Background: an optimization exercise with open tools, aiming at small area. Do not read the settings as production practice. The RTL was checked by simulation tests, not by an equivalence proof against the original design. Power is estimated from default activity; no workload was simulated.

// TopDesign
module TopDesign
    (
    input logic clk,
    input logic rst,
    input logic [15:0] swIns,
    input logic [4:0] debouncer,
    output logic [15:0] insLed,
    output logic [6:0] seg,
    output logic dp,
    output logic [3:0] an
    );
export LEC_CHECK = 0
export CAP_MARGIN = 20
export CORE_MARGIN = 2
export CORE_UTILIZATION = 65
export SLEW_MARGIN = 20
export SYNTH_HIERARCHICAL = 1
create_clock -name core_clock -period 10.0 [get_ports {clk}]
standard.sh (not shown) runs the stock make flow with config.mk's settings and CLKGATE_MAP_FILE= SYNTH_SCRIPT=/design/flow/synth_recipe.tcl, a recipe that flattens the netlist after the stock synthesis.
==> flow/flow/run.sh <==
#!/bin/bash
# Layout flow: the standard flow (standard.sh) with these changes.
#  Synthesis: ORFS's synth.tcl with two edits, made here with sed:
#   - Yosys's extract_fa (half/full adder extraction) only runs on the
#     FullAdd module, so the rest of the logic is left to ABC;
#   - ABC uses flow/abc_area.script (area-oriented mapping) instead of
#     ORFS's speed script.
#   Everything else (synth_recipe.tcl's -nofsm -noshare, flatten and renames,
#   the register mapping) is unchanged, so the registers are the standard
#   synthesis's.
#  Placement: port buffers use the smallest buffer cell, buf_1.
#  CTS: clkbuf_4 clock buffers, leaf clusters of up to 10 sinks within
#   35 um, no dummy loads.
set -euo pipefail
W=$PWD
sed -e 's|^  extract_fa {\*}\[dont_use_extract_fa_args\]$|  extract_fa {*}[dont_use_extract_fa_args] FullAdd|' \
    -e 's|^  log_cmd abc {\*}\$abc_args$|  lset abc_args 1 '"$W"'/flow/abc_area.script\n  log_cmd abc {*}$abc_args|' \
    "$FLOW_HOME/scripts/synth.tcl" > own_synth.tcl
grep -q 'extract_fa {\*}\[dont_use_extract_fa_args\] FullAdd' own_synth.tcl
grep -q 'flow/abc_area.script' own_synth.tcl
sed -e "s|^source \$::env(SCRIPTS_DIR)/synth.tcl$|source $W/own_synth.tcl|" synth_recipe.tcl > own_synth_recipe.tcl
grep -q own_synth.tcl own_synth_recipe.tcl
sed -e "s|SYNTH_SCRIPT=[^ ]*|SYNTH_SCRIPT=$W/own_synth_recipe.tcl|" standard.sh > own_standard.sh
grep -q own_synth_recipe.tcl own_standard.sh
bash own_standard.sh \
  "BUFFER_PORTS_ARGS=-buffer_cell sky130_fd_sc_hd__buf_1" \
  "CTS_ARGS=-sink_clustering_enable -repair_clock_nets -sink_clustering_size 10 -sink_clustering_max_diameter 35 -buf_list sky130_fd_sc_hd__clkbuf_4 -dont_use_dummy_load" \
  finish > standard.log 2>&1
==> flow/flow/abc_area.script <==
&get -n
&st
&dch
&nf -R 1000
&st
&syn2
&dch
&nf -R 1000
&put
mfs3 -ae
topo
stime -c
dnsize -c
The starting point completed without violations.
Next try:
--- a/flow/flow/run.sh
+++ b/flow/flow/run.sh
@@ -25,4 +25,4 @@
 bash own_standard.sh \
   "BUFFER_PORTS_ARGS=-buffer_cell sky130_fd_sc_hd__buf_1" \
-  "CTS_ARGS=-sink_clustering_enable -repair_clock_nets -sink_clustering_size 10 -sink_clustering_max_diameter 35 -buf_list sky130_fd_sc_hd__clkbuf_4 -dont_use_dummy_load" \
+  "CTS_ARGS=-sink_clustering_enable -repair_clock_nets -dont_use_dummy_load -sink_clustering_size 10 -sink_clustering_max_diameter 35 -buf_list sky130_fd_sc_hd__clkbuf_4" \
   finish > standard.log 2>&1
==> flow/flow/abc_area.script (replaced) <==
&get -n
&st
&dch
&nf -R 1000
&st
&syn2
&dch
&nf -R 1000
&put
topo
stime -c
dnsize -c
--- a/flow/config.mk
+++ b/flow/config.mk
@@ -8,5 +8,5 @@
 export CAP_MARGIN = 20
 export CORE_MARGIN = 2
-export CORE_UTILIZATION = 65
+export CORE_UTILIZATION = 75
 export SLEW_MARGIN = 20
 export SYNTH_HIERARCHICAL = 1
Outcome: The new run produced a clean layout. Clock power decreases by 4.3%. Combinational power climbs by about 3%. Sequential power stays flat. Synthesized cell count stays flat. Setup slack gains 0.035 ns. Die area shrinks by about 13%. Hold slack improved by 0.023 ns. Area after synthesis hardly moves. Design area is about the same. Cell count is lower by 1.3%.
Next try:
--- a/flow/flow/run.sh
+++ b/flow/flow/run.sh
@@ -25,4 +25,4 @@
 bash own_standard.sh \
   "BUFFER_PORTS_ARGS=-buffer_cell sky130_fd_sc_hd__buf_1" \
-  "CTS_ARGS=-sink_clustering_enable -repair_clock_nets -dont_use_dummy_load -sink_clustering_size 10 -sink_clustering_max_diameter 35 -buf_list sky130_fd_sc_hd__clkbuf_4" \
+  "CTS_ARGS=-sink_clustering_enable -repair_clock_nets -dont_use_dummy_load -sink_clustering_size 12 -sink_clustering_max_diameter 30 -buf_list sky130_fd_sc_hd__clkbuf_4" \
   finish > standard.log 2>&1
--- a/flow/config.mk
+++ b/flow/config.mk
@@ -8,5 +8,5 @@
 export CAP_MARGIN = 20
 export CORE_MARGIN = 2
-export CORE_UTILIZATION = 75
+export CORE_UTILIZATION = 80
 export SLEW_MARGIN = 20
 export SYNTH_HIERARCHICAL = 1
What happened: Die area drops by 6.1%; clock power climbs by about 2%; maximum frequency drops by 2.7%; setup slack is worse by 0.18 ns; total power climbs by 0.66%; core utilization climbs by 4.2 points.

[separate check: timing with driven ports]
The results above use ideal ports. As a check the final layouts listed here were re-extracted and re-timed, cells and wires unchanged. Step 1 (the two cells are an assumption about what drives the block):
set clk [get_ports {clk}]
set_driving_cell -lib_cell sky130_fd_sc_hd__clkbuf_16 $clk
set_driving_cell -lib_cell sky130_fd_sc_hd__buf_2 [delete_from_list [all_inputs] $clk]
Step 2 moves the port delays by t, midway between the first and last clock arrival at a register: inputs arrive t later, outputs are due t later. That takes back most of the time a late clock gives input paths. a / b / c = no drivers / after step 1 / after step 2; a / b = the first two.
run	shift t [ns]	setup slack, ns	worst hold slack (ns)	worst setup path at the end	clock arrival spread, ns
the first run	0.683	3.733 / 3.733 / 3.733	0.370 / 0.370 / 0.370	register to register	0.112 / 0.113
the second run	0.681	3.767 / 3.730 / 3.767	0.393 / 0.393 / 0.393	register to register	0.100 / 0.101
the third run	0.676	3.592 / 3.553 / 3.611	0.378 / 0.378 / 0.378	register to register	0.100 / 0.100
After both steps every run listed still meets setup and hold.
